This is an optimization exercise on Yosys and OpenROAD, whose aim is small area and a short achievable clock period, not a production implementation.
In this exercise RTL edits were held to simulation tests only and were not proved equivalent to the original.
Power figures rest on the tool's default switching activity, not on a simulated workload.

$ cat config.mk
export PLATFORM = sky130hd
export DESIGN_NAME = rr_arbiter
export DESIGN_NICKNAME = rr_arbiter
export VERILOG_FILES = /design/flow/design.v
export SDC_FILE = /design/flow/constraint.sdc
export NUM_CORES = 4
export LEC_CHECK = 0
export CAP_MARGIN = 20
export CORE_MARGIN = 2
export CORE_UTILIZATION = 40
export SETUP_SLACK_MARGIN = 4.3
export SLEW_MARGIN = 20
$ cat constraint.sdc
create_clock -name core_clock -period 8.0 [get_ports {clk}]
set_input_delay 1.6000 -clock core_clock [delete_from_list [all_inputs] [get_ports {clk}]]
set_output_delay 1.6000 -clock core_clock [all_outputs]
set_load 0.01 [all_outputs]
$ cat design.v
module register
# (
    parameter LOGW = 6
)
(
    input                 clk,
    input                 rst,
    input                 ack,
    input                 any,
    input      [LOGW-1:0] idx,
    output reg            valid,
    output reg [LOGW-1:0] last
);
    always @ (posedge clk, negedge rst)
        if (~rst) begin
            valid <= 1'b0;
            last  <= {LOGW{1'b1}};
        end else if (ack) begin
            valid <= any;
            if (any)
                last <= idx;
        end
endmodule
module arbiter (req, last, any, idx);
input  [63:0] req;
input  [5:0] last;
output any;
output [5:0] idx;
wire va_1_0 = req[0] | req[1];
wire [0:0] ia_1_0 = ~req[0] & req[1];
wire va_1_1 = req[2] | req[3];
wire [0:0] ia_1_1 = ~req[2] & req[3];
wire va_1_2 = req[4] | req[5];
wire [0:0] ia_1_2 = ~req[4] & req[5];
wire va_1_3 = req[6] | req[7];
wire [0:0] ia_1_3 = ~req[6] & req[7];
wire va_1_4 = req[8] | req[9];
wire [0:0] ia_1_4 = ~req[8] & req[9];
wire va_1_5 = req[10] | req[11];
wire [0:0] ia_1_5 = ~req[10] & req[11];
wire va_1_6 = req[12] | req[13];
wire [0:0] ia_1_6 = ~req[12] & req[13];
wire va_1_7 = req[14] | req[15];
wire [0:0] ia_1_7 = ~req[14] & req[15];
wire va_1_8 = req[16] | req[17];
wire [0:0] ia_1_8 = ~req[16] & req[17];
wire va_1_9 = req[18] | req[19];
wire [0:0] ia_1_9 = ~req[18] & req[19];
wire va_1_10 = req[20] | req[21];
wire [0:0] ia_1_10 = ~req[20] & req[21];
wire va_1_11 = req[22] | req[23];
wire [0:0] ia_1_11 = ~req[22] & req[23];
wire va_1_12 = req[24] | req[25];
wire [0:0] ia_1_12 = ~req[24] & req[25];
wire va_1_13 = req[26] | req[27];
wire [0:0] ia_1_13 = ~req[26] & req[27];
wire va_1_14 = req[28] | req[29];
wire [0:0] ia_1_14 = ~req[28] & req[29];
wire va_1_15 = req[30] | req[31];
wire [0:0] ia_1_15 = ~req[30] & req[31];
wire va_1_16 = req[32] | req[33];
wire [0:0] ia_1_16 = ~req[32] & req[33];
wire va_1_17 = req[34] | req[35];
wire [0:0] ia_1_17 = ~req[34] & req[35];
wire va_1_18 = req[36] | req[37];
wire [0:0] ia_1_18 = ~req[36] & req[37];
wire va_1_19 = req[38] | req[39];
wire [0:0] ia_1_19 = ~req[38] & req[39];
wire va_1_20 = req[40] | req[41];
wire [0:0] ia_1_20 = ~req[40] & req[41];
wire va_1_21 = req[42] | req[43];
wire [0:0] ia_1_21 = ~req[42] & req[43];
wire va_1_22 = req[44] | req[45];
wire [0:0] ia_1_22 = ~req[44] & req[45];
wire va_1_23 = req[46] | req[47];
wire [0:0] ia_1_23 = ~req[46] & req[47];
wire va_1_24 = req[48] | req[49];
wire [0:0] ia_1_24 = ~req[48] & req[49];
wire va_1_25 = req[50] | req[51];
wire [0:0] ia_1_25 = ~req[50] & req[51];
wire va_1_26 = req[52] | req[53];
wire [0:0] ia_1_26 = ~req[52] & req[53];
wire va_1_27 = req[54] | req[55];
wire [0:0] ia_1_27 = ~req[54] & req[55];
wire va_1_28 = req[56] | req[57];
wire [0:0] ia_1_28 = ~req[56] & req[57];
wire va_1_29 = req[58] | req[59];
wire [0:0] ia_1_29 = ~req[58] & req[59];
wire va_1_30 = req[60] | req[61];
wire [0:0] ia_1_30 = ~req[60] & req[61];
wire va_1_31 = req[62] | req[63];
wire [0:0] ia_1_31 = ~req[62] & req[63];
wire va_2_0 = va_1_0 | va_1_1;
wire [1:0] ia_2_0 = {~va_1_0 & va_1_1, ia_1_0 | ({1{~va_1_0}} & ia_1_1)};
wire va_2_1 = va_1_2 | va_1_3;
wire [1:0] ia_2_1 = {~va_1_2 & va_1_3, ia_1_2 | ({1{~va_1_2}} & ia_1_3)};
wire va_2_2 = va_1_4 | va_1_5;
wire [1:0] ia_2_2 = {~va_1_4 & va_1_5, ia_1_4 | ({1{~va_1_4}} & ia_1_5)};
wire va_2_3 = va_1_6 | va_1_7;
wire [1:0] ia_2_3 = {~va_1_6 & va_1_7, ia_1_6 | ({1{~va_1_6}} & ia_1_7)};
wire va_2_4 = va_1_8 | va_1_9;
wire [1:0] ia_2_4 = {~va_1_8 & va_1_9, ia_1_8 | ({1{~va_1_8}} & ia_1_9)};
wire va_2_5 = va_1_10 | va_1_11;
wire [1:0] ia_2_5 = {~va_1_10 & va_1_11, ia_1_10 | ({1{~va_1_10}} & ia_1_11)};
wire va_2_6 = va_1_12 | va_1_13;
wire [1:0] ia_2_6 = {~va_1_12 & va_1_13, ia_1_12 | ({1{~va_1_12}} & ia_1_13)};
wire va_2_7 = va_1_14 | va_1_15;
wire [1:0] ia_2_7 = {~va_1_14 & va_1_15, ia_1_14 | ({1{~va_1_14}} & ia_1_15)};
wire va_2_8 = va_1_16 | va_1_17;
wire [1:0] ia_2_8 = {~va_1_16 & va_1_17, ia_1_16 | ({1{~va_1_16}} & ia_1_17)};
wire va_2_9 = va_1_18 | va_1_19;
wire [1:0] ia_2_9 = {~va_1_18 & va_1_19, ia_1_18 | ({1{~va_1_18}} & ia_1_19)};
wire va_2_10 = va_1_20 | va_1_21;
wire [1:0] ia_2_10 = {~va_1_20 & va_1_21, ia_1_20 | ({1{~va_1_20}} & ia_1_21)};
wire va_2_11 = va_1_22 | va_1_23;
wire [1:0] ia_2_11 = {~va_1_22 & va_1_23, ia_1_22 | ({1{~va_1_22}} & ia_1_23)};
wire va_2_12 = va_1_24 | va_1_25;
wire [1:0] ia_2_12 = {~va_1_24 & va_1_25, ia_1_24 | ({1{~va_1_24}} & ia_1_25)};
wire va_2_13 = va_1_26 | va_1_27;
wire [1:0] ia_2_13 = {~va_1_26 & va_1_27, ia_1_26 | ({1{~va_1_26}} & ia_1_27)};
wire va_2_14 = va_1_28 | va_1_29;
wire [1:0] ia_2_14 = {~va_1_28 & va_1_29, ia_1_28 | ({1{~va_1_28}} & ia_1_29)};
wire va_2_15 = va_1_30 | va_1_31;
wire [1:0] ia_2_15 = {~va_1_30 & va_1_31, ia_1_30 | ({1{~va_1_30}} & ia_1_31)};
wire va_3_0 = va_2_0 | va_2_1;
wire [2:0] ia_3_0 = {~va_2_0 & va_2_1, ia_2_0 | ({2{~va_2_0}} & ia_2_1)};
wire va_3_1 = va_2_2 | va_2_3;
wire [2:0] ia_3_1 = {~va_2_2 & va_2_3, ia_2_2 | ({2{~va_2_2}} & ia_2_3)};
wire va_3_2 = va_2_4 | va_2_5;
wire [2:0] ia_3_2 = {~va_2_4 & va_2_5, ia_2_4 | ({2{~va_2_4}} & ia_2_5)};
wire va_3_3 = va_2_6 | va_2_7;
wire [2:0] ia_3_3 = {~va_2_6 & va_2_7, ia_2_6 | ({2{~va_2_6}} & ia_2_7)};
wire va_3_4 = va_2_8 | va_2_9;
wire [2:0] ia_3_4 = {~va_2_8 & va_2_9, ia_2_8 | ({2{~va_2_8}} & ia_2_9)};
wire va_3_5 = va_2_10 | va_2_11;
wire [2:0] ia_3_5 = {~va_2_10 & va_2_11, ia_2_10 | ({2{~va_2_10}} & ia_2_11)};
wire va_3_6 = va_2_12 | va_2_13;
wire [2:0] ia_3_6 = {~va_2_12 & va_2_13, ia_2_12 | ({2{~va_2_12}} & ia_2_13)};
wire va_3_7 = va_2_14 | va_2_15;
wire [2:0] ia_3_7 = {~va_2_14 & va_2_15, ia_2_14 | ({2{~va_2_14}} & ia_2_15)};
wire va_4_0 = va_3_0 | va_3_1;
wire [3:0] ia_4_0 = {~va_3_0 & va_3_1, ia_3_0 | ({3{~va_3_0}} & ia_3_1)};
wire va_4_1 = va_3_2 | va_3_3;
wire [3:0] ia_4_1 = {~va_3_2 & va_3_3, ia_3_2 | ({3{~va_3_2}} & ia_3_3)};
wire va_4_2 = va_3_4 | va_3_5;
wire [3:0] ia_4_2 = {~va_3_4 & va_3_5, ia_3_4 | ({3{~va_3_4}} & ia_3_5)};
wire va_4_3 = va_3_6 | va_3_7;
wire [3:0] ia_4_3 = {~va_3_6 & va_3_7, ia_3_6 | ({3{~va_3_6}} & ia_3_7)};
wire va_5_0 = va_4_0 | va_4_1;
wire [4:0] ia_5_0 = {~va_4_0 & va_4_1, ia_4_0 | ({4{~va_4_0}} & ia_4_1)};
wire va_5_1 = va_4_2 | va_4_3;
wire [4:0] ia_5_1 = {~va_4_2 & va_4_3, ia_4_2 | ({4{~va_4_2}} & ia_4_3)};
wire va_6_0 = va_5_0 | va_5_1;
wire [5:0] ia_6_0 = {~va_5_0 & va_5_1, ia_5_0 | ({5{~va_5_0}} & ia_5_1)};
wire [15:0] grp;
wire [3:0] col_0 = {req[48], req[32], req[16], req[0]};
assign grp[0] = col_0[last[5:4]];
wire [3:0] col_1 = {req[49], req[33], req[17], req[1]};
assign grp[1] = col_1[last[5:4]];
wire [3:0] col_2 = {req[50], req[34], req[18], req[2]};
assign grp[2] = col_2[last[5:4]];
wire [3:0] col_3 = {req[51], req[35], req[19], req[3]};
assign grp[3] = col_3[last[5:4]];
wire [3:0] col_4 = {req[52], req[36], req[20], req[4]};
assign grp[4] = col_4[last[5:4]];
wire [3:0] col_5 = {req[53], req[37], req[21], req[5]};
assign grp[5] = col_5[last[5:4]];
wire [3:0] col_6 = {req[54], req[38], req[22], req[6]};
assign grp[6] = col_6[last[5:4]];
wire [3:0] col_7 = {req[55], req[39], req[23], req[7]};
assign grp[7] = col_7[last[5:4]];
wire [3:0] col_8 = {req[56], req[40], req[24], req[8]};
assign grp[8] = col_8[last[5:4]];
wire [3:0] col_9 = {req[57], req[41], req[25], req[9]};
assign grp[9] = col_9[last[5:4]];
wire [3:0] col_10 = {req[58], req[42], req[26], req[10]};
assign grp[10] = col_10[last[5:4]];
wire [3:0] col_11 = {req[59], req[43], req[27], req[11]};
assign grp[11] = col_11[last[5:4]];
wire [3:0] col_12 = {req[60], req[44], req[28], req[12]};
assign grp[12] = col_12[last[5:4]];
wire [3:0] col_13 = {req[61], req[45], req[29], req[13]};
assign grp[13] = col_13[last[5:4]];
wire [3:0] col_14 = {req[62], req[46], req[30], req[14]};
assign grp[14] = col_14[last[5:4]];
wire [3:0] col_15 = {req[63], req[47], req[31], req[15]};
assign grp[15] = col_15[last[5:4]];
wire [15:0] above = ~({16{1'b1}} >> (15 - last[3:0]));
wire [15:0] grpm = grp & above;
wire mva_1_0 = grpm[0] | grpm[1];
wire [0:0] mia_1_0 = ~grpm[0] & grpm[1];
wire mva_1_1 = grpm[2] | grpm[3];
wire [0:0] mia_1_1 = ~grpm[2] & grpm[3];
wire mva_1_2 = grpm[4] | grpm[5];
wire [0:0] mia_1_2 = ~grpm[4] & grpm[5];
wire mva_1_3 = grpm[6] | grpm[7];
wire [0:0] mia_1_3 = ~grpm[6] & grpm[7];
wire mva_1_4 = grpm[8] | grpm[9];
wire [0:0] mia_1_4 = ~grpm[8] & grpm[9];
wire mva_1_5 = grpm[10] | grpm[11];
wire [0:0] mia_1_5 = ~grpm[10] & grpm[11];
wire mva_1_6 = grpm[12] | grpm[13];
wire [0:0] mia_1_6 = ~grpm[12] & grpm[13];
wire mva_1_7 = grpm[14] | grpm[15];
wire [0:0] mia_1_7 = ~grpm[14] & grpm[15];
wire mva_2_0 = mva_1_0 | mva_1_1;
wire [1:0] mia_2_0 = {~mva_1_0 & mva_1_1, mia_1_0 | ({1{~mva_1_0}} & mia_1_1)};
wire mva_2_1 = mva_1_2 | mva_1_3;
wire [1:0] mia_2_1 = {~mva_1_2 & mva_1_3, mia_1_2 | ({1{~mva_1_2}} & mia_1_3)};
wire mva_2_2 = mva_1_4 | mva_1_5;
wire [1:0] mia_2_2 = {~mva_1_4 & mva_1_5, mia_1_4 | ({1{~mva_1_4}} & mia_1_5)};
wire mva_2_3 = mva_1_6 | mva_1_7;
wire [1:0] mia_2_3 = {~mva_1_6 & mva_1_7, mia_1_6 | ({1{~mva_1_6}} & mia_1_7)};
wire mva_3_0 = mva_2_0 | mva_2_1;
wire [2:0] mia_3_0 = {~mva_2_0 & mva_2_1, mia_2_0 | ({2{~mva_2_0}} & mia_2_1)};
wire mva_3_1 = mva_2_2 | mva_2_3;
wire [2:0] mia_3_1 = {~mva_2_2 & mva_2_3, mia_2_2 | ({2{~mva_2_2}} & mia_2_3)};
wire mva_4_0 = mva_3_0 | mva_3_1;
wire [3:0] mia_4_0 = {~mva_3_0 & mva_3_1, mia_3_0 | ({3{~mva_3_0}} & mia_3_1)};
wire gvm_4_0 = mva_4_0;
wire [3:0] gim_4_0 = mia_4_0;
wire vm_5_0 = last[4] ? gvm_4_0 : (gvm_4_0 | va_4_1);
wire [4:0] im_5_0 = last[4] ? {gvm_4_0, gim_4_0} : {~gvm_4_0 & va_4_1, gim_4_0 | ({4{~gvm_4_0}} & ia_4_1)};
wire vm_5_1 = last[4] ? gvm_4_0 : (gvm_4_0 | va_4_3);
wire [4:0] im_5_1 = last[4] ? {gvm_4_0, gim_4_0} : {~gvm_4_0 & va_4_3, gim_4_0 | ({4{~gvm_4_0}} & ia_4_3)};
wire vm_6_0 = last[5] ? vm_5_1 : (vm_5_0 | va_5_1);
wire [5:0] im_6_0 = last[5] ? {vm_5_1, im_5_1} : {~vm_5_0 & va_5_1, im_5_0 | ({5{~vm_5_0}} & ia_5_1)};
assign any = va_6_0;
assign idx = im_6_0 | ({6{~vm_6_0}} & ia_6_0);
endmodule
module decoder
# (
    parameter WIDTH = 64,
    parameter LOGW = 6
)
(
    input              valid,
    input  [LOGW-1:0]  in,
    output [WIDTH-1:0] out
);
    genvar i;
    generate
        for (i = 0; i < WIDTH; i = i + 1) begin : dec
            assign out[i] = valid & (in == i);
        end
    endgenerate
endmodule
module rr_arbiter(clk, resetb, ack, request, grant);
	parameter integer WIDTH = 64;
	localparam integer LOGW = 6;
	input clk, resetb, ack;
	input [WIDTH - 1:0] request;
	output [WIDTH - 1:0] grant;
	wire            valid;
	wire [LOGW-1:0] last;
	wire            any;
	wire [LOGW-1:0] idx;
	arbiter arbiter(.req(request), .last(last), .any(any), .idx(idx));
	register #(.LOGW(LOGW)) state(.clk(clk), .rst(resetb), .ack(ack), .any(any), .idx(idx), .valid(valid), .last(last));
	decoder #(.WIDTH(WIDTH), .LOGW(LOGW)) final_decoder(.valid(valid), .in(last), .out(grant));
endmodule
$ cat flow/run.sh
#!/bin/bash
# The standard layout, with the port buffers made as plain buf_1 cells.
set -euo pipefail
export BUFFER_PORTS_ARGS="-buffer_cell sky130_fd_sc_hd__buf_1"
bash standard.sh > standard.log 2>&1
$ cat standard.sh
#!/bin/bash
# synth_recipe.tcl (not shown) runs the flow's synth.tcl, then flattens the netlist and writes it again
# the make line also repeats each setting of config.mk as NAME=value (left out here)
make -C /OpenROAD-flow-scripts/flow DESIGN_CONFIG=/design/flow/config.mk WORK_HOME=/design/flow/orfs CLKGATE_MAP_FILE= SYNTH_SCRIPT=/design/flow/synth_recipe.tcl "${@:-finish}"
==> results of run 1 <==
-- how the worst min path moves through the flow --
| stage | startpoint | endpoint | slack (ns) | cells after the start |
|---|---|---|---|---|
| CTS | state.valid | state.valid | 0.59 | 2 |
| detailed placement | state.valid | state.valid | 0.57 | 2 |
| global route | state.valid | state.valid | 0.66 | 2 |
| floorplan | state.valid | state.valid | 0.54 | 2 |
| finish | state.valid | state.valid | 0.64 | 2 |
| global placement | state.valid | state.valid | 0.58 | 2 |
-- per-stage QoR --
step	power, mW	cell area [um^2]
final	0.512	3180
after global routing	0.554	3180
after CTS	0.490	3060
after detailed placement	0.438	2980
after global placement	0.436	2980
after floorplan	0.344	2500
-- cell families after synthesis --
group                  Yosys count
flip-flops                       7
AND/OR/NAND/NOR                200
multiplexers                    18
AO/OA/AOI/OAI                  119
buffers and inverters           38
-- layout by cell type (no fill, tap or decap), drive strengths merged, types with 3 or more instances in the layout --
cell type,instances
or4,10
o311ai,4
o31ai,9
a31oi,3
nand2,28
a21o,3
nand3,11
mux4,15
a211oi,6
inv,19
nor4,11
or3,4
nand2b,3
clkbuf,6
nor3,7
o21bai,7
and2,3
o21ai,29
nand4,3
buf,136
nor2b,8
nor2,105
dfstp,6
a21oi,28
-- power by group --
group	switching [mW]	total, mW	leakage [nW]	internal (mW)
Sequential	0.0582	0.116	0.0753	0.0582
Clock	0.0149	0.0493	0.0228	0.0344
Combinational	0.215	0.346	0.907	0.131
Total	0.288	0.512	1.01	0.224
-- final cells by class --
class                      instances  area [um^2]
clock buffer                       4         45.0
fill                             640         2810
inverter                          19         71.3
multi-input combinational        337         2230
sequential                         7          190
tap                               75         93.8
timing repair buffer             138          551
-- registers in the layout, summed over array words and instances (netlist names) --
name         count
state.last       6
state.valid      1
-- worst reg2reg max path: stages, from the launching register on --
cell and delay [ns]:
dfstp_4 0.84, mux4_2 0.64, o21ai_1 0.20, o21ai_1 0.17
a211oi_4 0.33, nand3_2 0.18, or4_1 0.53, o311ai_1 0.09
-- what timing repair did --
action,CTS,global route
endpoints found under the hold margin,0,0
resized for setup,3,20
pin swaps,2,7
buffers inserted,3,5
setup endpoints to repair,69,69
-- per-layer routing --
layer	vias to the layer above	track usage
li1	1681	-
met1	1610	0.349
met2	211	0.452
met3	26	0.0338
met4	0	0.0805
met5	-	0
==> impl_metrics.csv, run 1 <==
group,metric,value,unit
timing,maxSlewHeadroom,0.570,
worst_setup_path,r2r_cells,7,
final_layout,finalNetCount,573,
synth,synth_area_leaders,"nor2_1 16%, mux4_2 12%, dfstp_2 6.3%, a21oi_1 5.6%, nand2_1 4.2%",
timing,grt_setup_unrepaired,"true",
worst_setup_path,timing.critical_path.cells,"clkbuf_2, or4_4, nor4b_4, buf_4, nand2_2, a22oi_2, nand3_2, or4_1, o311ai_1",
power_and_ir_drop,pwr_density_cell,161,nW/um^2
worst_setup_path,worst-path-stages,9,
drt,routed-wl-met3,808,um
power_and_ir_drop,leakagePower,1.01,nW
global_routing,grt.total_usage,0.265,
worst_setup_path,worstPathRequired,8.12,ns
timing,fin_skew,0.00296,ns
timing,setup-tns-final,0,ns
worst_setup_path,critical_path.slowest_cell,"or4_4",
worst_setup_path,critPathKind,"input port to flop",
worst_setup_path,sort_of_element_at_the_end_of_the_critical_path,"flop",
global_routing,overflow,0,
floorplanning,top_level_ports,131,
worst_setup_path,arrival_time_of_data_at_the_critical_path_endpoint,3.83,ns
final_layout,diodes,0,
placed_design,dp.cells,568,
global_routing,grt_max_degree,33,
synth,synth_commonest_cells,"105 x nor2_1, 28 x a21oi_1, 28 x nand2_1, 20 x o21ai_0, 19 x inv_1",
placed_design,detailedPlace.worstSlack,3.84,ns
clock_network,tritoncts_clock_tree,"yes",
timing,period_minus_slack,3.71,ns
timing,slew_violations,0,
worst_setup_path,worst_setup_sp_type,"input port",
synth,synth-compound-area-share,0.321,
synth,async_set_or_reset_flop_fraction_in_the_synthesized_netlist,1.00,
synth,synth_largest_area_cell,"nor2_1",
timing,final_min_period_over_clock_period,0.464,
floorplanning,floorplan.die.height,83.1,um
outcome,outcome,"no timing/DRC/antenna violations",
worst_setup_path,critical_path.reg2reg.endpoint,"state.last[5]",
timing,tightestPinTransition,0.644,ns
synth,postSynthRegisterBits,7,
timing,final.setup.worst_slack,4.29,ns
timing,fin_hold_ws,0.637,ns
final_layout,post-route-util,0.531,
synth,yosys.cell_count.top_type,"nor2_1",
drt,first_iter_violations,268,
clock_network,cts.sink_count,7,
timing,timing_hold_violations_final,0,
synth,synthXorXnorAreaFrac,0,
floorplanning,core_region_area,5990,um^2
global_routing,via_count_of_the_first_global_routing_pass,3105,
drt,num_vias,3528,
final_layout,stdcell_count,580,
placed_design,dpl.hpwl,7.99,mm
synth,post_synth_and_or_nand_nor_area_fraction,0.387,
worst_setup_path,crit_start,"request[53]",
drt,avgViaCountPerCell,6.08,
synth,syn_inst,382,
drt,detail_route.wirelength,9.97,mm
synth,netlist.area_leader.share,0.158,
final_layout,area.growth.synth_to_final,27.2,%
worst_setup_path,regToRegStartpoint,"state.last[4]",
final_layout,drive_above_1_share,0.115,
floorplanning,floorplan.initialDensity,0.418,
drt,dr_wl_met2,4.71,mm
global_routing,grt_antenna_before_repair,0,
run,max_cap_violations,0,
worst_setup_path,critical_path_peak_fanout,5,
synth,number_of_synthesized_flops_with_an_enable_pin,0,
synth,synth_warnings,1,
drt,drt_pre_antenna_iters,5,
synth,yosys.cell_types.count,67,
worst_setup_path,crit_path_end,"state.last[5]",
clock_network,worst_setup_hold_path_clk_slew,0.04,ns
worst_setup_path,worst_stage_delay_on_the_critical_path,0.57,ns
synth,synth.avg_cell_area,6.55,um^2
worst_setup_path,timing.critical_path.max_delay_family,"simple AND/OR/NAND/NOR gates",
drt,m1WireLength,4.22,mm
synth,synth_fa_ha_area_frac,0,
min_path,hp-class,"flop to flop",
synth,synth_top_family_by_area,"simple AND/OR/NAND/NOR gates",
placed_design,gp_congestion,0.991,
drt,drcViolationCount,0,
drt,top_layer,"met4",
worst_setup_path,worst_case_register_to_register_setup_slack,4.92,ns
drt,postRouteAntennaNets,0,
drt,wl_per_cell,17.2,um
timing,achievable-frequency,270,MHz
clock_network,clk_path_buf_depth,2,
synth,synth.area.mux_share,0.151,
floorplanning,num_rows,28,
power_and_ir_drop,power.ir.vdd_worst,89.8,uV
synth,cell_area_synth,2500,um^2
worst_setup_path,cp.buffers_inverters,2,
clock_network,clock_latency,0.23,ns
clock_network,cts_root_buf,"clkbuf_8",
clock_network,cts-hold-fix-buffers,0,
clock_network,cts-buffers-inserted,3,
synth,seq_area_frac_synth,0.0730,
timing,setup_violations,0,
floorplanning,chipWidth,83.1,um
synth,ys_flop_type,"dfstp_2",
floorplanning,fp.dieArea,6900,um^2
synth,synth_nets,449,
global_routing,grt_first_pass_wirelength,15.3,mm
clock_network,cts-htree-levels,1,
placed_design,buffers_on_ports,130,
==> run 2, diff against run 1 <==
==> flow/run.sh (replaced) <==
#!/bin/bash
# The standard layout, with two changes: the port buffers are plain buf_1
# cells, and the slow OR-type cells (an OR is a NOR plus an inverter in one
# cell, with a weak stacked pull-up) are kept out of synthesis and repair.
set -euo pipefail
slow=""
for c in or3 or3b or4 or4b or4bb o41a; do
  for s in 1 2 4; do slow="$slow sky130_fd_sc_hd__${c}_$s"; done
done
cp config.mk flow_config.mk
echo "export DONT_USE_CELLS += $slow" >> flow_config.mk
sed "s#DESIGN_CONFIG=[^ ]*#DESIGN_CONFIG=$PWD/flow_config.mk#" standard.sh > flow_standard.sh
export BUFFER_PORTS_ARGS="-buffer_cell sky130_fd_sc_hd__buf_1"
bash flow_standard.sh > standard.log 2>&1
==> impl_metrics.csv, run 2 <==
group,metric,value,unit
outcome,outcome,"no timing/DRC/antenna violations",
synth,synth.avg_cell_area,6.62,um^2
timing,tightestPinTransition,0.646,ns
clock_network,cts_root_buf,"clkbuf_8",
clock_network,cts-buffers-inserted,3,
floorplanning,floorplan.initialDensity,0.410,
final_layout,drive_above_1_share,0.116,
timing,final_min_period_over_clock_period,0.450,
run,max_cap_violations,0,
clock_network,cts-htree-levels,1,
floorplanning,top_level_ports,131,
synth,synth_warnings,1,
synth,synth_top_family_by_area,"simple AND/OR/NAND/NOR gates",
synth,synth_nets,456,
global_routing,grt_antenna_before_repair,0,
worst_setup_path,critical_path_peak_fanout,6,
drt,detail_route.wirelength,9.55,mm
worst_setup_path,arrival_time_of_data_at_the_critical_path_endpoint,3.73,ns
worst_setup_path,sort_of_element_at_the_end_of_the_critical_path,"flop",
global_routing,grt.total_usage,0.259,
floorplanning,fp.dieArea,7090,um^2
drt,drcViolationCount,0,
synth,synth_largest_area_cell,"nor2_1",
placed_design,buffers_on_ports,130,
final_layout,diodes,0,
placed_design,placement.cell_area,3000,um^2
drt,first_iter_violations,135,
timing,timing_hold_violations_final,0,
global_routing,globalRouteMet1Util,0.338,
final_layout,multiInputGateArea,2260,um^2
drt,avgViaCountPerCell,5.90,
clock_network,cts.sink_count,7,
final_layout,n_fill_cell,680,
min_path,hp-class,"flop to flop",
global_routing,via_count_of_the_first_global_routing_pass,3091,
worst_setup_path,timing.critical_path.max_delay_family,"compound AO/OA/AOI/OAI gates",
synth,netlist.area_leader.share,0.155,
synth,synth_area_leaders,"nor2_1 15%, mux4_2 8.8%, dfstp_2 6.1%, nand2_1 5.3%, mux4_1 5.1%",
clock_network,clock_latency,0.23,ns
final_layout,area.growth.synth_to_final,24.6,%
power_and_ir_drop,power.ir.vdd_worst,116,uV
global_routing,gr-usage-met2,0.479,
worst_setup_path,path_common_cell,"o21a_1",
floorplanning,chipWidth,84.2,um
synth,postSynthRegisterBits,7,
global_routing,grt_first_pass_wirelength,15.1,mm
global_routing,overflow,0,
synth,syn_inst,389,
synth,yosys.cell_types.count,63,
drt,postRouteAntennaNets,0,
timing,grt_setup_unrepaired,"false",
placed_design,gp_congestion,0.903,
synth,synth_commonest_cells,"106 x nor2_1, 36 x nand2_1, 25 x a21oi_1, 23 x inv_1, 20 x o21ai_0",
synth,synth_fa_ha_area_frac,0,
timing,achievable-frequency,278,MHz
floorplanning,floorplan.die.height,84.2,um
worst_setup_path,worst_setup_sp_type,"input port",
synth,post_synth_and_or_nand_nor_area_fraction,0.369,
clock_network,tritoncts_clock_tree,"yes",
worst_setup_path,cp.buffers_inverters,1,
final_layout,stdcell_area,3210,um^2
final_layout,layout_common_cells,"130 x buf_1, 106 x nor2_1, 34 x nand2_1",
drt,drt_pre_antenna_iters,8,
synth,synth-compound-area-share,0.325,
power_and_ir_drop,pwr_density_cell,157,nW/um^2
worst_setup_path,timing.critical_path.cells,"buf_1, mux4_2, o21a_1, o21a_1, nor3_4, nand3_2, a2111o_1, o311ai_1",
timing,setup-tns-final,0,ns
synth,yosys.cell_count.top_type,"nor2_1",
final_layout,stdcell_count,586,
placed_design,dp.cells,578,
synth,synthXorXnorAreaFrac,0,
power_and_ir_drop,leakagePower,0.979,nW
worst_setup_path,worst_stage_delay_on_the_critical_path,0.56,ns
worst_setup_path,worstPathRequired,8.13,ns
synth,ys_flop_type,"dfstp_2",
floorplanning,num_rows,29,
worst_setup_path,critPathKind,"input port to flop",
timing,period_minus_slack,3.60,ns
final_layout,sequential_cell_area,190,um^2
global_routing,grt-busiest-layer,"met2",
final_layout,max_flop_register,"state.last",
synth,number_of_synthesized_flops_with_an_enable_pin,0,
final_layout,max_reg_flops,6,
synth,cell_area_synth,2570,um^2
timing,fin_skew,0.00114,ns
timing,setup_violations,0,
global_routing,grt_max_degree,31,
timing,slew_violations,0,
final_layout,finalNetCount,577,
placed_design,dpl.hpwl,7.84,mm
drt,num_vias,3456,
clock_network,cts-hold-fix-buffers,0,
floorplanning,core_region_area,6280,um^2
synth,seq_area_frac_synth,0.0710,
drt,wl_per_cell,16.3,um
final_layout,reg.largest.list,"state.last (6), state.valid (1)",
clock_network,clk_path_buf_depth,2,
synth,synth.area.mux_share,0.139,
global_routing,grt_util_met3,0.0118,
timing,maxSlewHeadroom,0.568,
synth,async_set_or_reset_flop_fraction_in_the_synthesized_netlist,1.00,
final_layout,layout_commonest_cell,"buf_1",
clock_network,worst_setup_hold_path_clk_slew,0.04,ns
worst_setup_path,critical_path.slowest_cell,"mux4_2",
timing,fin_hold_ws,0.603,ns
[run 2: changes by cell type in the layout (fill, tap and decap cells not counted), sizes merged, moves of 3 or more]
cell,delta
nor2b,+3
nor4,+5
nand2,+8
or4,-10
or3,-4
inv,+4
[run 2: final timing paths]
| check | cells after the start | start | to | slack (ns) |
|---|---|---|---|---|
| min in group asynchronous | 1 | resetb | state.valid | 1.26 |
| worst max-delay path | 8 | request[59] | state.last[4] | 4.40 |
| max in group asynchronous | 1 | resetb | state.last[2] | 6.44 |
| worst min-delay path | 2 | state.valid | state.valid | 0.60 |
| worst min register to register | 2 | state.valid | state.valid | 0.60 |
| worst max register to register | 7 | state.last[5] | state.last[4] | 5.00 |
[run 2: kinds of logic (layout without fill, tap and decap cells)]
logic type      Yosys count  after routing
simple gates            207            207
mux                      15             15
flops                     7              7
compound gates          118            118
buf+inv                  42            162
[run 2: worst register-to-register path: stages, from the launching register on]
cell and delay [ns]:
dfstp_4 0.82, mux4_1 0.69, a21oi_1 0.21, o21ai_2 0.10, a211oi_4 0.37, nand3_2 0.20, a2111o_1 0.43, o311ai_1 0.08
[run 2: routing by layer]
metal  part of all wire  wire length [um]
met1               0.43              4110
met2               0.49              4670
met3              0.066               629
met4              0.014               134
met5                  0                 0
[run 2: layout make-up]
class	count	area share
Timing Repair Buffer	135	0.164
Multi-Input combinational cell	340	0.706
Tap cell	77	0.0300
Inverter	23	0.0269
Clock buffer	4	0.0140
Sequential cell	7	0.0593
[run 2: power breakdown]
group	total (mW)	internal [mW]	leakage [nW]	switching [mW]
sequential	0.117	0.0580	0.0753	0.0594
combinational	0.337	0.133	0.881	0.205
clock	0.0495	0.0344	0.0228	0.0150
total	0.504	0.225	0.979	0.279
[run 2: through the flow]
step                      utilization  total power, mW  setup slack, ns
after global placement          0.478            0.439             3.85
after CTS                       0.492            0.496             4.26
after global routing            0.511            0.548             4.30
final                           0.511            0.504             4.40
after floorplan                     -            0.374             4.61
after detailed placement        0.478            0.443             3.74
[run 2: timing repair]
action | CTS | global route
resized for setup | 7 | 15
buffers inserted | 0 | 4
pin swaps | 0 | 1
setup endpoints to repair | 54 | 70
==> run 3, diff against run 2 <==
--- a/config.mk
+++ b/config.mk
@@ -10,3 +10,3 @@
 export CORE_UTILIZATION = 40
-export SETUP_SLACK_MARGIN = 4.3
+export SETUP_SLACK_MARGIN = 4.6
 export SLEW_MARGIN = 20
==> impl_metrics.csv, run 3 <==
group,metric,value,unit
outcome,outcome,"no timing/DRC/antenna violations",
clock_network,cts_root_buf,"clkbuf_8",
final_layout,max_reg_flops,6,
synth,synth-compound-area-share,0.325,
min_path,whs_path_depth,2,
final_layout,layout_commonest_cell,"nor2_1",
final_layout,diodes,0,
power_and_ir_drop,p_total,607,uW
final_layout,area.growth.synth_to_final,46.4,%
worst_setup_path,worst_stage_delay_on_the_critical_path,0.54,ns
clock_network,cts-htree-levels,1,
run,max_cap_violations,0,
min_path,min_to,"state.valid",
clock_network,cts.sink_count,7,
timing,grt_setup_unrepaired,"true",
global_routing,overflow,0,
final_layout,finalNetCount,602,
synth,post_synth_and_or_nand_nor_area_fraction,0.369,
clock_network,cts-hold-fix-buffers,0,
synth,netlist.area_leader.share,0.155,
synth,synth_area_leaders,"nor2_1 15%, mux4_2 8.8%, dfstp_2 6.1%, nand2_1 5.3%, mux4_1 5.1%",
floorplanning,num_rows,29,
global_routing,grt_antenna_before_repair,0,
timing,final_min_period_over_clock_period,0.429,
final_layout,reg.largest.list,"state.last (6), state.valid (1)",
final_layout,max_flop_register,"state.last",
synth,seq_area_frac_synth,0.0710,
worst_setup_path,worstPathRequired,8.14,ns
final_layout,drive_above_1_share,0.262,
worst_setup_path,timing.critical_path.cells,"buf_1, mux4_2, a21o_1, o2bb2ai_4, nor3_4, buf_6, nand3b_1, o21ai_1, o311ai_2",
synth,synth.area.mux_share,0.139,
timing,timing_hold_violations_final,0,
synth,synth_commonest_cells,"106 x nor2_1, 36 x nand2_1, 25 x a21oi_1, 23 x inv_1, 20 x o21ai_0",
synth,synthXorXnorAreaFrac,0,
min_path,hp-class,"flop to flop",
floorplanning,floorplan.die.height,84.2,um
global_routing,via_count_of_the_first_global_routing_pass,3205,
clock_network,clk_path_buf_depth,2,
floorplanning,core_region_area,6280,um^2
floorplanning,chipWidth,84.2,um
drt,num_vias,3626,
placed_design,dpl.hpwl,7.84,mm
worst_setup_path,critical_path_peak_fanout,5,
synth,synth_top_family_by_area,"simple AND/OR/NAND/NOR gates",
worst_setup_path,regToRegStartpoint,"state.last[4]",
drt,drt_pre_antenna_iters,4,
worst_setup_path,cp.buffers_inverters,2,
worst_setup_path,sort_of_element_at_the_end_of_the_critical_path,"flop",
drt,wl_per_cell,17.2,um
worst_setup_path,timing.critical_path.max_delay_family,"compound AO/OA/AOI/OAI gates",
synth,syn_inst,389,
final_layout,layout_common_cells,"103 x nor2_1, 95 x buf_1, 34 x nand2_1",
power_and_ir_drop,leakagePower,1.26,nW
synth,ys_flop_type,"dfstp_2",
synth,synth_warnings,1,
worst_setup_path,worst_setup_sp_type,"input port",
floorplanning,floorplan.initialDensity,0.410,
drt,detail_route.wirelength,10.5,mm
floorplanning,fp.dieArea,7090,um^2
timing,maxSlewHeadroom,0.679,
global_routing,grt_max_degree,31,
synth,yosys.cell_types.count,63,
timing,fin_skew,0.00283,ns
timing,tightestPinTransition,0.476,ns
drt,avgViaCountPerCell,5.93,
clock_network,cts-buffers-inserted,3,
timing,achievable-frequency,291,MHz
synth,synth_nets,456,
worst_setup_path,critical_path.slowest_cell,"mux4_2",
clock_network,tritoncts_clock_tree,"yes",
timing,slew_violations,0,
synth,synth_largest_area_cell,"nor2_1",
placed_design,gp_congestion,0.903,
synth,postSynthRegisterBits,7,
synth,synth_fa_ha_area_frac,0,
power_and_ir_drop,pwr_density_cell,161,nW/um^2
worst_setup_path,arrival_time_of_data_at_the_critical_path_endpoint,3.57,ns
drt,first_iter_violations,197,
worst_setup_path,worst_case_register_to_register_setup_slack,5.04,ns
floorplanning,top_level_ports,131,
worst_setup_path,critPathKind,"input port to flop",
drt,postRouteAntennaNets,0,
synth,synth.avg_cell_area,6.62,um^2
synth,async_set_or_reset_flop_fraction_in_the_synthesized_netlist,1.00,
min_path,hp-start,"state.valid",
synth,number_of_synthesized_flops_with_an_enable_pin,0,
placed_design,buffers_on_ports,130,
timing,setup_violations,0,
worst_setup_path,critical_path.reg2reg.endpoint,"state.last[5]",
drt,drcViolationCount,0,
worst_setup_path,worst-path-stages,9,
global_routing,grt_first_pass_wirelength,15.6,mm
timing,period_minus_slack,3.43,ns
synth,cell_area_synth,2570,um^2
clock_network,clock_latency,0.23,ns
global_routing,grt.total_usage,0.267,
clock_network,worst_setup_hold_path_clk_slew,0.04,ns
worst_setup_path,r2r_cells,9,
timing,setup-tns-final,0,ns
power_and_ir_drop,power.ir.vdd_worst,105,uV
synth,yosys.cell_count.top_type,"nor2_1",
[run 3: cell counts after synthesis]
Identical to the previous run, type by type.
[run 3: worst reg2reg max path, cell delays in order, from the launching register on]
cell	delay [ns]
dfstp_4	0.78
buf_6	0.23
mux4_2	0.58
o21bai_4	0.16
a21oi_4	0.09
a211oi_4	0.32
buf_4	0.17
nand3b_1	0.19
o21ai_1	0.23
o311ai_2	0.12
[run 3: stage by stage]
step | setup slack, ns | hold slack [ns] | util | std cells | cell area, um^2
6_report | 4.57 | 0.646 | 0.600 | 611 | 3770
5_1_grt | 4.50 | 0.682 | 0.600 | 611 | 3770
4_1_cts | 4.59 | 0.621 | 0.520 | 591 | 3270
3_5_place_dp | 3.74 | 0.568 | 0.478 | 578 | 3000
3_3_place_gp | 3.85 | 0.576 | 0.478 | 578 | 3000
2_1_floorplan | 4.61 | 0.534 | - | 389 | 2570
[run 3: worst max-delay path by stage]
stage               slack [ns]       endpoint   startpoint
finish                    4.57  state.last[5]  request[13]
global route              4.50  state.last[0]   request[8]
CTS                       4.59  state.last[1]  request[20]
detailed placement        3.74  state.last[1]  request[52]
global placement          3.85  state.last[1]  request[52]
floorplan                 4.61  state.last[4]  request[59]
[run 3: final cells by class]
type	instances	area [um^2]
Tap cell	77	96.3
Sequential cell	7	201
Clock buffer	4	45.0
Inverter	23	90.1
Fill cell	618	2510
Timing Repair Buffer	160	893
Multi-Input combinational cell	340	2440
[run 3: per-layer routing]
metal | part of all wire | vias to the layer above | track usage
li1 | - | 1720 | -
met1 | 0.41 | 1670 | 0.343
met2 | 0.50 | 214 | 0.497
met3 | 0.068 | 22 | 0.0118
met4 | 0.022 | 0 | 0.0499
met5 | 0 | - | 0
[run 3: repair_timing]
| item | in CTS | in global routing |
|---|---|---|
| setup buffers | 9 | 20 |
| pin swaps | 7 | 4 |
| resized for setup | 39 | 126 |
| endpoints found under the setup margin | 71 | 71 |
| gates cloned | 0 | 0 |
[run 3: logic make-up after synthesis]
| logic type | count (synthesis) |
|---|---|
| buffers and inverters | 42 |
| multiplexers | 15 |
| flip-flops | 7 |
| AND/OR/NAND/NOR | 207 |
| AO/OA/AOI/OAI | 118 |
[run 3: power breakdown]
part	internal, mW	switching (mW)
registers	0.0628	0.0503
logic	0.194	0.250
clock network	0.0345	0.0153
total	0.291	0.315
==> run 4, diff against run 3 <==
--- a/config.mk
+++ b/config.mk
@@ -10,3 +10,3 @@
 export CORE_UTILIZATION = 40
-export SETUP_SLACK_MARGIN = 4.6
+export SETUP_SLACK_MARGIN = 5.0
 export SLEW_MARGIN = 20
==> impl_metrics.csv, run 4 <==
group,metric,value,unit
worst_setup_path,critical_path_peak_fanout,6,
power_and_ir_drop,power.ir.vdd_worst,163,uV
floorplanning,floorplan.initialDensity,0.410,
run,max_cap_violations,0,
final_layout,n_fill_cell,392,
final_layout,diodes,0,
drt,num_vias,4169,
timing,tightestPinTransition,0.473,ns
worst_setup_path,r2r_cells,9,
worst_setup_path,regToRegStartpoint,"state.last[4]",
synth,netlist.area_leader.share,0.155,
final_layout,finalNetCount,658,
outcome,outcome,"no timing/DRC/antenna violations",
synth,async_set_or_reset_flop_fraction_in_the_synthesized_netlist,1.00,
worst_setup_path,worstPathRequired,8.13,ns
drt,postRouteAntennaNets,0,
timing,timing_hold_violations_final,0,
timing,grt_setup_unrepaired,"true",
worst_setup_path,arrival_time_of_data_at_the_critical_path_endpoint,3.59,ns
drt,first_iter_violations,261,
synth,number_of_synthesized_flops_with_an_enable_pin,0,
timing,slew_violations,0,
timing,final_min_period_over_clock_period,0.432,
clock_network,clock_latency,0.23,ns
synth,cell_area_synth,2570,um^2
synth,yosys.cell_count.top_type,"nor2_1",
worst_setup_path,critPathKind,"input port to flop",
drt,wl_per_cell,20.5,um
final_layout,layout_common_cells,"61 x buf_4, 61 x buf_2, 50 x nor2_1",
timing,fin_skew,0.00214,ns
floorplanning,fp.dieArea,7090,um^2
global_routing,via_count_of_the_first_global_routing_pass,3764,
worst_setup_path,worst_case_register_to_register_setup_slack,4.95,ns
min_path,hp-class,"flop to flop",
power_and_ir_drop,leakagePower,1.93,nW
drt,avgViaCountPerCell,6.25,
global_routing,grt_max_degree,17,
final_layout,max_flop_register,"state.last",
timing,achievable-frequency,289,MHz
worst_setup_path,worst_setup_sp_type,"input port",
clock_network,cts-hold-fix-buffers,0,
final_layout,area.growth.synth_to_final,88.8,%
worst_setup_path,sort_of_element_at_the_end_of_the_critical_path,"flop",
synth,seq_area_frac_synth,0.0710,
synth,synth_area_leaders,"nor2_1 15%, mux4_2 8.8%, dfstp_2 6.1%, nand2_1 5.3%, mux4_1 5.1%",
worst_setup_path,critical_path.reg2reg.endpoint,"state.last[4]",
synth,ys_flop_type,"dfstp_2",
global_routing,grt_antenna_before_repair,0,
synth,yosys.cell_types.count,63,
synth,syn_inst,389,
global_routing,grt_first_pass_wirelength,19.2,mm
synth,synth_warnings,1,
placed_design,dpl.hpwl,7.81,mm
clock_network,cts-buffers-inserted,3,
timing,setup-tns-final,0,ns
timing,period_minus_slack,3.46,ns
timing,setup_violations,0,
clock_network,clk_path_buf_depth,2,
worst_setup_path,crit_path_end,"state.last[4]",
worst_setup_path,crit_start,"request[53]",
clock_network,cts.sink_count,7,
synth,synth_commonest_cells,"106 x nor2_1, 36 x nand2_1, 25 x a21oi_1, 23 x inv_1, 20 x o21ai_0",
final_layout,stdcell_area,4860,um^2
placed_design,buffers_on_ports,130,
clock_network,cts-htree-levels,1,
timing,maxSlewHeadroom,0.681,
floorplanning,num_rows,29,
synth,synth_largest_area_cell,"nor2_1",
clock_network,tritoncts_clock_tree,"yes",
floorplanning,top_level_ports,131,
final_layout,reg.largest.list,"state.last (6), state.valid (1)",
drt,detail_route.wirelength,13.7,mm
synth,postSynthRegisterBits,7,
clock_network,cts_root_buf,"clkbuf_8",
final_layout,drive_above_1_share,0.561,
floorplanning,core_region_area,6280,um^2
placed_design,gp_congestion,0.937,
power_and_ir_drop,pwr_density_cell,208,nW/um^2
synth,synth.avg_cell_area,6.62,um^2
placed_design,placement.cell_area,3150,um^2
final_layout,max_reg_flops,6,
floorplanning,floorplan.die.height,84.2,um
drt,drt_pre_antenna_iters,7,
global_routing,grt.total_usage,0.329,
floorplanning,chipWidth,84.2,um
synth,synth_nets,456,
drt,drcViolationCount,0,
clock_network,worst_setup_hold_path_clk_slew,0.04,ns
global_routing,overflow,0,
## run 4: cell counts after synthesis
No cell type changed its count.
## run 4: cell families (layout without fill, tap and decap cells)
logic type / count (synthesis) / in the layout / share of synthesized area
compound gates: 118 / 118 / 0.325
buf+inv: 42 / 240 / 0.0967
flops: 7 / 7 / 0.0710
mux: 15 / 15 / 0.139
simple gates: 207 / 210 / 0.369
## run 4: critical path, stage by stage
cell and delay [ns]:
clkbuf_2 0.13, nor4_4 0.43, and4_1 0.34, o21ai_0 0.20, a2bb2oi_1 0.25, nand3_2 0.16
a2111o_1 0.40, o311ai_2 0.08
## run 4: cell type report
type,instances,area (um^2),area share
multi-input cells,343,2940,0.606
flip-flops and latches,7,199,0.0409
well taps,77,96.3,0.0198
repair buffers,213,1480,0.304
clock buffers,4,45.0,0.00927
inverters,23,97.6,0.0201
## run 4: report_power, final
part	leakage (nW)	switching [mW]	total (mW)	internal [mW]
clock	0.0228	0.0160	0.0506	0.0345
sequential	0.0757	0.0324	0.0929	0.0605
combinational	1.83	0.465	0.865	0.400
total	1.93	0.514	1.01	0.495
## run 4: how the worst min path moves through the flow
stage	to	cells past startpoint	start	slack (ns)
6_report	state.valid	2	state.valid	0.72
5_1_grt	state.valid	2	state.valid	0.73
4_1_cts	state.valid	2	state.valid	0.59
3_5_place_dp	state.valid	2	state.valid	0.60
3_3_place_gp	state.valid	2	state.valid	0.61
2_1_floorplan	state.valid	2	state.valid	0.56
## run 4: layer usage
layer,vias up,wire length [um],track usage
met5,-,0,0
met4,0,685,0.138
met3,57,1290,0.0433
met2,311,6800,0.593
met1,1953,4930,0.392
li1,1848,-,-
## run 4: through the flow
| stage | instances | total power, mW | worst slack, ns | hold slack [ns] | utilization |
|---|---|---|---|---|---|
| global route | 667 | 1.04 | 4.47 | 0.726 | 0.774 |
| global placement | 577 | 0.460 | 4.05 | 0.605 | 0.502 |
| floorplan | 389 | 0.397 | 4.71 | 0.563 | - |
| finish | 667 | 1.01 | 4.54 | 0.719 | 0.774 |
| detailed placement | 577 | 0.464 | 3.82 | 0.596 | 0.502 |
| CTS | 650 | 0.861 | 4.59 | 0.591 | 0.700 |
## run 4: repair_timing
action / 4_1_cts / 5_1_grt
setup buffers: 66 / 17
setup endpoints to repair: 71 / 71
resized for setup: 208 / 86
cloned: 3 / 0
pin swaps: 72 / 46
==> run 5, diff against run 4 <==
--- a/design.v
+++ b/design.v
@@ -240,2 +240,6 @@
 );
+    localparam H = LOGW / 2;
+    localparam N = 1 << H;
+    wire [N-1:0] hi = {{(N-1){1'b0}}, valid} << in[LOGW-1:H];
+    wire [N-1:0] lo = {{(N-1){1'b0}}, 1'b1} << in[H-1:0];
     genvar i;
@@ -243,3 +247,3 @@
         for (i = 0; i < WIDTH; i = i + 1) begin : dec
-            assign out[i] = valid & (in == i);
+            assign out[i] = hi[i / N] & lo[i % N];
         end
--- a/config.mk
+++ b/config.mk
@@ -10,3 +10,3 @@
 export CORE_UTILIZATION = 40
-export SETUP_SLACK_MARGIN = 5.0
+export SETUP_SLACK_MARGIN = 4.0
 export SLEW_MARGIN = 20
==> impl_metrics.csv, run 5 <==
group,metric,value,unit
power_and_ir_drop,p_int,302,uW
worst_setup_path,worst_setup_sp_type,"flop",
clock_network,cts.sink_count,7,
floorplanning,floorplan.die.height,80.9,um
power_and_ir_drop,pwr_density_cell,235,nW/um^2
worst_setup_path,regToRegStartpoint,"state.last[4]",
clock_network,cts-htree-levels,1,
synth,cell_area_synth,2370,um^2
final_layout,reg.largest.list,"state.last (6), state.valid (1)",
clock_network,cts-resized-gates,0,
synth,seq_area_frac_synth,0.0772,
power_and_ir_drop,net_switching_share_of_the_total_power,0.560,
clock_network,worst_setup_hold_path_clk_slew,0.04,ns
synth,ys_flop_type,"dfstp_2",
final_layout,sequential_cell_area,183,um^2
final_layout,max_flop_register,"state.last",
final_layout,n_fill_cell,642,
drt,first_iter_violations,218,
min_path,min_to,"state.valid",
worst_setup_path,critPathKind,"flop to output port",
synth,yosys.cell_types.count,61,
final_layout,stdcell_count,569,
placed_design,gp_congestion,0.918,
power_and_ir_drop,power.share.combinational,0.704,
synth,netlist.area_leader.share,0.166,
synth,synth_area_leaders,"nor2_1 17%, mux4_2 11%, a21oi_1 7.8%, dfstp_2 6.7%, nand2_1 4.8%",
clock_network,cts-buffers-inserted,3,
global_routing,grt.total_usage,0.263,
synth,number_of_synthesized_flops_with_an_enable_pin,0,
placed_design,buffers_on_ports,130,
final_layout,max_reg_flops,6,
power_and_ir_drop,power_frac_clock,0.071,
worst_setup_path,worstPathRequired,6.40,ns
min_path,whs_path_depth,2,
timing,grt_setup_unrepaired,"false",
timing,setup_violations,0,
timing,slew_violations,0,
timing,timing_hold_violations_final,0,
final_layout,layout_commonest_cell,"buf_1",
floorplanning,core_region_area,5820,um^2
worst_setup_path,sort_of_element_at_the_end_of_the_critical_path,"output port",
timing,tightestPinTransition,0.811,ns
synth,syn_inst,375,
global_routing,grt_first_pass_wirelength,13.3,mm
clock_network,clock_latency,0.22,ns
floorplanning,num_rows,28,
synth,synth_commonest_cells,"105 x nor2_1, 37 x a21oi_1, 30 x nand2_1, 17 x inv_1",
synth,synth.avg_cell_area,6.31,um^2
synth,synth_nets,442,
clock_network,tritoncts_clock_tree,"yes",
timing,setup-tns-final,0,ns
timing,fin_skew,0.00135,ns
min_path,hp-start,"state.valid",
final_layout,area.growth.synth_to_final,23.3,%
power_and_ir_drop,switchingPower,384,uW
drt,detail_route.wirelength,9.14,mm
drt,avgViaCountPerCell,5.83,
global_routing,via_count_of_the_first_global_routing_pass,2708,
power_and_ir_drop,power.ir.vdd_worst,109,uV
floorplanning,chipWidth,80.9,um
synth,yosys.cell_count.top_type,"nor2_1",
timing,achievable-frequency,263,MHz
floorplanning,top_level_ports,131,
outcome,outcome,"no timing/DRC/antenna violations",
power_and_ir_drop,leakagePower,0.938,nW
drt,drt_pre_antenna_iters,5,
final_layout,diodes,0,
timing,period_minus_slack,3.81,ns
final_layout,finalNetCount,562,
timing,maxSlewHeadroom,0.455,
timing,final_min_period_over_clock_period,0.476,
floorplanning,fp.dieArea,6550,um^2
drt,wl_per_cell,16.1,um
run,max_cap_violations,0,
clock_network,cts-hold-fix-buffers,0,
floorplanning,floorplan.initialDensity,0.407,
min_path,hp-class,"flop to flop",
synth,async_set_or_reset_flop_fraction_in_the_synthesized_netlist,1.00,
clock_network,clk_path_buf_depth,2,
drt,num_vias,3317,
clock_network,cts_root_buf,"clkbuf_8",
worst_setup_path,critical_path_peak_fanout,31,
final_layout,multiInputGateArea,2040,um^2
final_layout,drive_above_1_share,0.0587,
synth,synth_warnings,1,
final_layout,layout_common_cells,"130 x buf_1, 105 x nor2_1, 37 x a21oi_1",
drt,drcViolationCount,0,
worst_setup_path,worst_case_register_to_register_setup_slack,4.59,ns
power_and_ir_drop,power.share.sequential,0.225,
worst_setup_path,critical_path.reg2reg.endpoint,"state.last[3]",
global_routing,grt_antenna_before_repair,0,
synth,synth_largest_area_cell,"nor2_1",
placed_design,dp.cells,565,
worst_setup_path,arrival_time_of_data_at_the_critical_path_endpoint,2.21,ns
global_routing,overflow,0,
synth,postSynthRegisterBits,7,
global_routing,grt_max_degree,32,
placed_design,dpl.hpwl,7.48,mm
clock_network,cts_post_setup_buffers_inserted,0,
worst_setup_path,r2r_cells,8,
drt,postRouteAntennaNets,0,
==> run 5: cell types whose count changed after synthesis, sizes merged, moves of 5 or more <==
cell | previous run | this run
a21oi | 28 | 37
inv | 23 | 18
nor3 | 7 | 14
o21ai | 28 | 20
nand2 | 36 | 30
==> run 5: power groups by stage <==
stage                     Combinational [mW]  Sequential, mW  Clock [mW]
after global routing                   0.531           0.164      0.0506
final                                  0.483           0.154      0.0489
after global placement                 0.472           0.154           0
after CTS                              0.479           0.154      0.0490
after detailed placement               0.477           0.154           0
after floorplan                        0.432          0.0720           0
==> run 5: stage by stage <==
step           power [mW]  setup WS (ns)  hold WS (ns)   util  area (um^2)
3_3_place_gp        0.626           4.06         0.598  0.494         2870
3_5_place_dp        0.631           4.07         0.612  0.494         2870
5_1_grt             0.746           4.00         0.650  0.502         2920
2_1_floorplan       0.504           4.49         0.566      -         2370
4_1_cts             0.682           4.21         0.617  0.502         2920
6_report            0.686           4.19         0.613  0.502         2920
==> run 5: layout make-up <==
cell class | count | area share
Clock buffer | 4 | 0.0154
Timing Repair Buffer | 130 | 0.167
Sequential cell | 7 | 0.0626
Tap cell | 75 | 0.0322
Inverter | 19 | 0.0244
Multi-Input combinational cell | 334 | 0.698
==> run 5: worst max path at each step <==
stage                        startpoint       endpoint  slack [ns]
after floorplan           state.last[5]      grant[56]        4.49
after global placement      request[63]  state.last[3]        4.06
after detailed placement    request[63]  state.last[3]        4.07
after CTS                 state.last[4]      grant[62]        4.21
after global routing      state.last[4]      grant[52]        4.00
final                     state.last[4]      grant[62]        4.19
==> run 5: logic make-up after synthesis <==
family	Yosys count	share of synthesized area
AO/OA/AOI/OAI	109	0.303
flip-flops	7	0.0772
AND/OR/NAND/NOR	210	0.410
multiplexers	15	0.147
buffers and inverters	34	0.0624
==> run 5: critical path: stages, from the launching register on <==
cell     delay, ns
dfstp_2       1.05
nand4_1       0.54
nor2_1        0.23
buf_1         0.17
==> run 5: layer usage <==
| metal | track usage | vias up | routed length (um) |
|---|---|---|---|
| met5 | 0 | - | 0 |
| met1 | 0.345 | 1505 | 3960 |
| met2 | 0.476 | 164 | 4440 |
| li1 | - | 1636 | - |
| met4 | 0.0644 | 0 | 149 |
| met3 | 0.00778 | 12 | 590 |
==> run 6, diff against run 5 <==
--- a/config.mk
+++ b/config.mk
@@ -10,3 +10,4 @@
 export CORE_UTILIZATION = 40
-export SETUP_SLACK_MARGIN = 4.0
+export GPL_TIMING_DRIVEN = 1
+export SETUP_SLACK_MARGIN = 4.3
 export SLEW_MARGIN = 20
==> impl_metrics.csv, run 6 <==
group,metric,value,unit
synth,seq_area_frac_synth,0.0772,
worst_setup_path,critical_path_peak_fanout,5,
timing,achievable-frequency,276,MHz
global_routing,overflow,0,
drt,num_vias,3339,
placed_design,dpl.hpwl,7.48,mm
global_routing,via_count_of_the_first_global_routing_pass,2718,
synth,postSynthRegisterBits,7,
power_and_ir_drop,pwr_density_cell,237,nW/um^2
timing,period_minus_slack,3.62,ns
power_and_ir_drop,power.ir.vdd_worst,158,uV
global_routing,grt_first_pass_wirelength,13.4,mm
clock_network,tritoncts_clock_tree,"yes",
synth,async_set_or_reset_flop_fraction_in_the_synthesized_netlist,1.00,
synth,cell_area_synth,2370,um^2
final_layout,area.growth.synth_to_final,26.7,%
synth,syn_inst,375,
drt,drcViolationCount,0,
synth,synth_warnings,1,
synth,synth_largest_area_cell,"nor2_1",
final_layout,max_reg_flops,6,
synth,synth_nets,442,
final_layout,finalNetCount,564,
global_routing,grt_antenna_before_repair,0,
synth,netlist.area_leader.share,0.166,
floorplanning,top_level_ports,131,
drt,detail_route.wirelength,9.25,mm
synth,synth_area_leaders,"nor2_1 17%, mux4_2 11%, a21oi_1 7.8%, dfstp_2 6.7%, nand2_1 4.8%",
timing,grt_setup_unrepaired,"true",
timing,fin_hold_ws,0.630,ns
timing,maxSlewHeadroom,0.576,
floorplanning,floorplan.die.height,80.9,um
synth,number_of_synthesized_flops_with_an_enable_pin,0,
clock_network,cts-buffers-inserted,3,
drt,wl_per_cell,16.2,um
timing,setup_violations,0,
drt,avgViaCountPerCell,5.85,
placed_design,buffers_on_ports,130,
final_layout,reg.largest.list,"state.last (6), state.valid (1)",
final_layout,post-route-util,0.516,
drt,first_iter_violations,215,
synth,ys_flop_type,"dfstp_2",
global_routing,grt_max_degree,32,
synth,yosys.cell_types.count,61,
outcome,outcome,"no timing/DRC/antenna violations",
synth,yosys.cell_count.top_type,"nor2_1",
final_layout,drive_above_1_share,0.0766,
clock_network,clk_path_buf_depth,2,
synth,synth.avg_cell_area,6.31,um^2
timing,setup-tns-final,0,ns
final_layout,stdcell_area,3000,um^2
worst_setup_path,sort_of_element_at_the_end_of_the_critical_path,"flop",
power_and_ir_drop,leakagePower,0.957,nW
drt,drt_pre_antenna_iters,6,
worst_setup_path,worstPathRequired,8.14,ns
clock_network,cts_root_buf,"clkbuf_8",
worst_setup_path,worst_setup_sp_type,"input port",
final_layout,max_flop_register,"state.last",
min_path,hp-class,"flop to flop",
worst_setup_path,critPathKind,"input port to flop",
floorplanning,core_region_area,5820,um^2
final_layout,layout_common_cells,"130 x buf_1, 105 x nor2_1, 37 x a21oi_1",
timing,final_min_period_over_clock_period,0.452,
timing,slew_violations,0,
clock_network,cts-htree-levels,1,
timing,timing_hold_violations_final,0,
run,max_cap_violations,0,
placed_design,placement.cell_area,2870,um^2
final_layout,diodes,0,
drt,postRouteAntennaNets,0,
floorplanning,fp.dieArea,6550,um^2
worst_setup_path,arrival_time_of_data_at_the_critical_path_endpoint,3.76,ns
floorplanning,num_rows,28,
timing,fin_skew,0.000426,ns
timing,tightestPinTransition,0.631,ns
final_layout,layout_commonest_cell,"buf_1",
synth,synth_commonest_cells,"105 x nor2_1, 37 x a21oi_1, 30 x nand2_1, 17 x inv_1",
clock_network,clock_latency,0.22,ns
global_routing,grt.total_usage,0.263,
floorplanning,floorplan.initialDensity,0.407,
floorplanning,chipWidth,80.9,um
clock_network,worst_setup_hold_path_clk_slew,0.04,ns
clock_network,cts.sink_count,7,
placed_design,gp_congestion,0.918,
run 6: cell counts after synthesis:
No cell type changed its count.
run 6: cell type report:
class,count,area (um^2)
fill,637,2820
sequential,7,190
tap,75,93.8
multi-input combinational,334,2090
clock buffer,4,45.0
timing repair buffer,132,510
inverter,19,71.3
run 6: what timing repair did:
action	CTS	global route
buffers inserted	0	2
setup endpoints to repair	25	38
resized for setup	3	7
hold buffers	0	0
run 6: cells by family after synthesis:
| logic type | share of synthesized area |
|---|---|
| simple gates | 0.410 |
| compound gates | 0.303 |
| buf+inv | 0.0624 |
| mux | 0.147 |
| flops | 0.0772 |
run 6: where the power goes:
group	switching (mW)	total, mW	internal, mW
Combinational	0.298	0.513	0.215
Clock	0.0142	0.0486	0.0344
Sequential	0.0824	0.149	0.0667
Total	0.395	0.711	0.316
run 6: worst paths after layout:
kind                            cells past startpoint           from            end  slack, ns
worst max register to register                      8  state.last[4]  state.last[3]       5.04
worst min-delay path                                2  state.last[3]  state.last[3]       0.63
worst max-delay path                                9    request[62]  state.last[3]       4.38
max in group asynchronous                           1         resetb  state.last[2]       6.45
min in group asynchronous                           1         resetb    state.valid       1.25
worst min register to register                      2  state.last[3]  state.last[3]       0.63
run 6: stage by stage:
stage / power (mW) / cells / worst slack [ns]
global route: 0.773 / 571 / 4.27
finish: 0.711 / 571 / 4.38
global placement: 0.626 / 565 / 4.06
detailed placement: 0.631 / 565 / 4.07
CTS: 0.689 / 569 / 4.34
floorplan: 0.504 / 375 / 4.49
run 6: worst max-delay path, cell delays in order:
cell and delay [ns]:
buf_1 0.13, mux4_2 0.53, o21a_1 0.23, nor4_4 0.28, nor3b_2 0.22, and2_4 0.20
o221a_4 0.21, o2111ai_1 0.14, a31oi_1 0.22
run 6: per-layer routing:
layer / GRT usage / vias to the layer above / routed length [um]
li1: - / 1640 / -
met1: 0.345 / 1522 / 4020
met2: 0.478 / 165 / 4540
met3: 0.00778 / 12 / 520
met4: 0.0644 / 0 / 170
met5: 0 / - / 0
==> run 7, diff against run 6 <==
--- a/config.mk
+++ b/config.mk
@@ -10,4 +10,3 @@
 export CORE_UTILIZATION = 40
-export GPL_TIMING_DRIVEN = 1
-export SETUP_SLACK_MARGIN = 4.3
+export SETUP_SLACK_MARGIN = 4.5
 export SLEW_MARGIN = 20
==> impl_metrics.csv, run 7 <==
group,metric,value,unit
floorplanning,chipWidth,80.9,um
final_layout,max_reg_flops,6,
drt,wl_per_cell,16.7,um
timing,final_min_period_over_clock_period,0.444,
worst_setup_path,critical_path.slowest_cell,"mux4_2",
timing,setup_violations,0,
final_layout,stdcell_count,586,
synth,syn_inst,375,
synth,synth_largest_area_cell,"nor2_1",
synth,cell_area_synth,2370,um^2
worst_setup_path,critical_path_peak_fanout,4,
worst_setup_path,timing.critical_path.cells,"buf_6, mux4_2, o21a_1, nor4_4, nor3b_2, and2_4, o221a_4, o2111ai_2, a31oi_1",
worst_setup_path,critical_path.reg2reg.endpoint,"state.last[3]",
worst_setup_path,worst_case_register_to_register_setup_slack,5.05,ns
synth,ys_flop_type,"dfstp_2",
synth,synth_area_leaders,"nor2_1 17%, mux4_2 11%, a21oi_1 7.8%, dfstp_2 6.7%, nand2_1 4.8%",
power_and_ir_drop,p_total,768,uW
timing,tightestPinTransition,0.549,ns
drt,num_vias,3455,
worst_setup_path,worstPathRequired,8.14,ns
synth,yosys.cell_count.top_type,"nor2_1",
timing,fin_skew,0.00126,ns
synth,async_set_or_reset_flop_fraction_in_the_synthesized_netlist,1.00,
drt,drcViolationCount,0,
drt,postRouteAntennaNets,0,
timing,achievable-frequency,281,MHz
clock_network,worst_setup_hold_path_clk_slew,0.04,ns
floorplanning,floorplan.initialDensity,0.407,
synth,netlist.area_leader.share,0.166,
synth,number_of_synthesized_flops_with_an_enable_pin,0,
worst_setup_path,critPathKind,"input port to flop",
timing,timing_hold_violations_final,0,
floorplanning,core_region_area,5820,um^2
synth,synth_nets,442,
synth,postSynthRegisterBits,7,
final_layout,area.growth.synth_to_final,40.8,%
placed_design,placement.cell_area,2870,um^2
timing,grt_setup_unrepaired,"true",
placed_design,dpl.hpwl,7.47,mm
worst_setup_path,worst_setup_sp_type,"input port",
clock_network,cts.sink_count,7,
placed_design,dp.cells,565,
timing,period_minus_slack,3.55,ns
power_and_ir_drop,power.ir.vdd_worst,139,uV
drt,avgViaCountPerCell,5.90,
drt,first_iter_violations,347,
synth,synth_top_family_by_area,"simple AND/OR/NAND/NOR gates",
placed_design,buffers_on_ports,130,
clock_network,cts-buffers-inserted,3,
timing,maxSlewHeadroom,0.630,
synth,post_synth_and_or_nand_nor_area_fraction,0.410,
floorplanning,num_rows,28,
drt,detail_route.wirelength,9.81,mm
final_layout,post-route-util,0.573,
synth,synthXorXnorAreaFrac,0,
final_layout,max_flop_register,"state.last",
synth,synth_warnings,1,
timing,setup-tns-final,0,ns
placed_design,gp_congestion,0.932,
global_routing,overflow,0,
worst_setup_path,arrival_time_of_data_at_the_critical_path_endpoint,3.69,ns
worst_setup_path,sort_of_element_at_the_end_of_the_critical_path,"flop",
final_layout,finalNetCount,579,
final_layout,drive_above_1_share,0.168,
floorplanning,fp.dieArea,6550,um^2
worst_setup_path,crit_path_end,"state.last[3]",
final_layout,layout_common_cells,"114 x buf_1, 105 x nor2_1, 36 x a21oi_1",
synth,synth-compound-area-share,0.303,
timing,slew_violations,0,
synth,synth.avg_cell_area,6.31,um^2
clock_network,cts-hold-fix-buffers,0,
min_path,hp-class,"flop to flop",
global_routing,grt_antenna_before_repair,0,
synth,synth_commonest_cells,"105 x nor2_1, 37 x a21oi_1, 30 x nand2_1, 17 x inv_1",
worst_setup_path,regToRegStartpoint,"state.last[4]",
worst_setup_path,worst_stage_delay_on_the_critical_path,0.48,ns
clock_network,cts-htree-levels,1,
clock_network,cts_root_buf,"clkbuf_8",
final_layout,layout_commonest_cell,"buf_1",
final_layout,reg.largest.list,"state.last (6), state.valid (1)",
final_layout,diodes,0,
final_layout,stdcell_area,3330,um^2
synth,seq_area_frac_synth,0.0772,
synth,yosys.cell_types.count,61,
synth,synth_fa_ha_area_frac,0,
power_and_ir_drop,leakagePower,1.12,nW
global_routing,via_count_of_the_first_global_routing_pass,2830,
global_routing,grt_max_degree,32,
worst_setup_path,crit_start,"request[62]",
clock_network,clock_latency,0.23,ns
run,max_cap_violations,0,
global_routing,grt.total_usage,0.287,
clock_network,clk_path_buf_depth,2,
global_routing,grt_first_pass_wirelength,14.5,mm
drt,drt_pre_antenna_iters,6,
synth,synth.area.mux_share,0.147,
floorplanning,floorplan.die.height,80.9,um
worst_setup_path,r2r_cells,8,
power_and_ir_drop,pwr_density_cell,231,nW/um^2
floorplanning,top_level_ports,131,
outcome,outcome,"no timing/DRC/antenna violations",
clock_network,tritoncts_clock_tree,"yes",
run 7: cell counts after synthesis:
No cell type changed its count.
run 7: how the worst min path moves through the flow:
stage / from / endpoint / slack (ns) / cells after the start
floorplan: state.valid / state.valid / 0.57 / 2
global placement: state.valid / state.valid / 0.60 / 2
CTS: state.valid / state.valid / 0.63 / 2
global route: state.last[0] / state.last[0] / 0.69 / 2
detailed placement: state.valid / state.valid / 0.61 / 2
finish: state.valid / state.valid / 0.64 / 2
run 7: logic make-up (layout without fill, tap and decap cells):
logic type,Yosys count,after routing
buffers and inverters,34,170
and+or+nand+nor,210,210
muxes,15,15
AOI/OAI and AO/OA,109,109
DFF,7,7
run 7: critical path, delay by kind of cell:
family | cells | cell delay [ns]
AND/OR/NAND/NOR | 3 | 0.71
multiplexers | 1 | 0.48
AO/OA/AOI/OAI | 4 | 0.79
buffers and inverters | 1 | 0.10
run 7: layout make-up:
type                       count  area, um^2
clock buffer                   4        45.0
sequential                     7         190
fill                         603        2480
multi-input combinational    334        2180
timing repair buffer         147         751
tap                           75        93.8
inverter                      19        71.3
run 7: metal layers:
metal	vias to the layer above	share of wire	wire length [um]	global-route usage
li1	1661	-	-	-
met1	1593	0.42	4120	0.379
met2	177	0.48	4760	0.502
met3	24	0.066	646	0.0156
met4	0	0.029	284	0.0932
met5	-	0	0	0
run 7: where the power goes:
group / switching, mW / internal, mW
combinational: 0.327 / 0.251
sequential: 0.0754 / 0.0664
clock: 0.0145 / 0.0344
run 7: what timing repair did:
| action | 4_1_cts | 5_1_grt |
|---|---|---|
| setup endpoints to repair | 65 | 37 |
| endpoints found under the hold margin | 0 | 0 |
| gates resized for setup | 31 | 58 |
| setup buffers | 9 | 8 |
| pin swaps | 4 | 11 |
run 7: per-stage QoR:
step | hold WS [ns] | setup WS [ns]
after floorplan | 0.566 | 4.52
after global placement | 0.599 | 4.01
after detailed placement | 0.610 | 4.02
after CTS | 0.630 | 4.48
after global routing | 0.693 | 4.33
final | 0.641 | 4.45

Setup slack of run 7, layout unchanged: 4.447 ns with ideal ports, 4.432 ns with driving cells assumed (clock clkbuf_16, inputs buf_2), 4.183 ns with port delays also shifted by the 0.248 ns mid clock arrival.
